What follows belongs to an exercise in optimizing a design on an open flow for small area; a production flow would make more cautious choices.
In this exercise RTL edits were held to simulation tests only and were not proved equivalent to the original.
Power is estimated from default activity; no workload was simulated.

==> flow/design.v (excerpt) <==
module calculator(line, column, flag, out, first, second, third, clk_in, rst);
output [3:0] line;
input [3:0]column;
output flag;
output [4:0] out;
output logic [6:0] first;
output logic [6:0] second;
output logic [6:0] third;
input logic clk_in;
input logic rst;
logic [9:0] num;
logic [9:0] answ;
display_controller display(num, first, second, third);
localparam [1:0] FIRST_NUM = 2'd0, SECOND_NUM = 2'd1, EQUAL = 2'd2;
logic [1:0] state;
logic [9:0] clk_counter;
wire low_zero = ~|clk_counter[8:0];
logic tick;
assign tick = low_zero & ~clk_counter[9];
always @(posedge clk_in)
    if (rst)
        clk_counter <= 10'b1000010000;
    else
        clk_counter <= {clk_counter[8:0], clk_counter[9] ^ clk_counter[6] ^ low_zero};
logic key_pressed;
keyboard board(line, column, flag, out, clk_in, rst, tick, key_pressed);
wire [3:0] k = out[3:0];
wire is_plus = (k == 4'd3);
wire is_eq = (k == 4'd7);
wire is_digit = ~((k[0] & k[1]) | (~k[0] & k[2] & k[3]));
wire d0 = (~k[0] & ~k[2]) | (k[0] & k[2] & ~k[3]);
wire [1:0] ep;
assign ep[0] = k[1] | (k[0] & ~k[2]) | (~k[0] & k[3]);
assign ep[1] = (k[2] & ~k[3]) | (~k[2] & k[3]);
wire e4 = k[3] & ~k[2] & (k[0] | k[1]);
wire [9:0] add_a = is_eq ? answ : {num[7:0], ep};
wire add_c = ~is_eq & e4;
logic [9:0] sum;
always @* begin : adder
    reg c;
    integer n;
    c = add_c;
    for (n = 0; n < 10; n = n + 1) begin
        sum[n] = add_a[n] ^ num[n] ^ c;
        c = (add_a[n] & num[n]) | (c & (add_a[n] ^ num[n]));
    end
end
wire [9:0] num_d = {sum[8:0], d0};
always @(posedge clk_in) begin
    if (rst) begin
        state <= FIRST_NUM;
        num <= 10'd0;
    end else if (tick && key_pressed) begin
        case (state)
        FIRST_NUM:
            if (is_plus) begin
                state <= SECOND_NUM;
                num <= 10'd0;
            end else if (is_digit)
                num <= num_d;
        SECOND_NUM:
            if (is_eq) begin
  ...
Size: ~340 cells after synthesis, roughly 37 I/O pins, roughly 2600 µm² of cells after synthesis.
clock: 15.0 ns
lec_check: 0
abc_area: 1
cap_margin: 20
core_margin: 2
core_utilization: 40
slew_margin: 20
standard.sh (not shown) runs the stock make flow with config.mk's settings and CLKGATE_MAP_FILE= SYNTH_SCRIPT=/design/flow/synth_recipe.tcl, a recipe that flattens the netlist after the stock synthesis.
==> flow/flow/run.sh <==
#!/bin/bash
# Own layout flow: the standard synthesis, then its combinational logic
# mapped again with a stronger ABC script (the registers, their cells and
# names are kept as the standard synthesis made them), then the standard
# layout with the ports buffered by buf_1 cells.
set -euo pipefail
W=$PWD
R=$W/orfs/results/$FLOW_PLATFORM/calculator/base
bash standard.sh $R/1_2_yosys.v > $W/std_synth.log 2>&1
cp $R/1_2_yosys.v $W/std_1_2_yosys.v
bash flow/resynth.sh $W/std_1_2_yosys.v $W/resynth_1_2_yosys.v > $W/resynth.log 2>&1
cp $W/resynth_1_2_yosys.v $R/1_2_yosys.v
bash standard.sh finish "BUFFER_PORTS_ARGS=-buffer_cell sky130_fd_sc_hd__buf_1" > $W/finish.log 2>&1
==> flow/flow/resynth.sh <==
#!/bin/bash
# resynth.sh IN.v OUT.v: map the combinational logic of a mapped netlist
# again; the flip-flop cells stay as they are (black boxes).
set -euo pipefail
LIB=$FLOW_HOME/platforms/sky130hd/lib/sky130_fd_sc_hd__tt_025C_1v80.lib
IN=$1; OUT=$2
S="+strash;&get,-n;&deepsyn,-T,60;&dch,-f;&nf,-R,1000;&put;topo"
FFS=$(grep -o "sky130_fd_sc_hd__e*df[a-z0-9_]*" $IN | sort -u | tr '\n' ' ')
DU="-dont_use *lpflow* -dont_use *probe* -dont_use *clkdlybuf* -dont_use *dlygate* -dont_use *dlymetal* -dont_use *clkbuf* -dont_use *clkinv* -dont_use sky130_fd_sc_hd__buf_*"
yosys -p "read_liberty -ignore_miss_func $LIB; blackbox $FFS; read_verilog $IN; hierarchy -top $FLOW_TOP; flatten; delete t:\$scopeinfo; opt -purge; abc -liberty $LIB $DU -script $S; opt_clean -purge; rename -hide w:*.*; opt_clean -purge; hilomap -singleton -hicell sky130_fd_sc_hd__conb_1 HI -locell sky130_fd_sc_hd__conb_1 LO; opt_clean -purge; splitnets; opt_clean -purge; read_liberty -lib $LIB; stat -liberty $LIB; write_verilog -noattr -noexpr -nohex -nodec $OUT"
The first run produced a clean layout.
==> next run, changes <==
==> flow/run.sh (new file) <==
#!/bin/bash
# synth_recipe.tcl (not shown) runs the flow's synth.tcl, then flattens the netlist and writes it again
# the make line also repeats each setting of config.mk as NAME=value (left out here)
make -C /OpenROAD-flow-scripts/flow DESIGN_CONFIG=/design/flow/config.mk WORK_HOME=/design/flow/orfs CLKGATE_MAP_FILE= SYNTH_SCRIPT=/design/flow/synth_recipe.tcl finish
removed: flow/flow/run.sh
removed: flow/flow/resynth.sh
removed: flow/standard.sh
Outcome:
- combinational power goes up by 47%
- count of clock-buffer cells in the layout does not change
- first-iteration DRC count goes up by 48%
- setup slack improves by 2500 ps
- power goes up by 8.8%
- area after synthesis goes up by 37%
- routed wire length goes up by 23%
- register-to-register slack degrades by 1800 ps
- non-clock buffer count goes down by 1
- cell count goes up by 44%
- global-route usage goes down by 1.1 points

[static timing again, ports no longer ideal]
Ports are ideal in the flow. The routed layouts listed here were re-timed in OpenROAD. Step 1: set_driving_cell puts a clkbuf_16 on clk_in and a buf_2 on each other input, an assumption about the parent block. Step 2 times the ports against the registers' clock, not the clock port: input delays grow and output delays shrink by t, the midpoint of the rising clock arrivals with the driver on. a / b / c = no drivers / after step 1 / after step 2; a / b = the first two.
run	t (ns)	setup slack, ns	cell pins on the clock port's net
the first run	0.309	5.804 / 5.777 / 6.087	1
the second run	0.330	8.289 / 8.258 / 8.588	1
After both steps setup and hold are still met in every run listed.
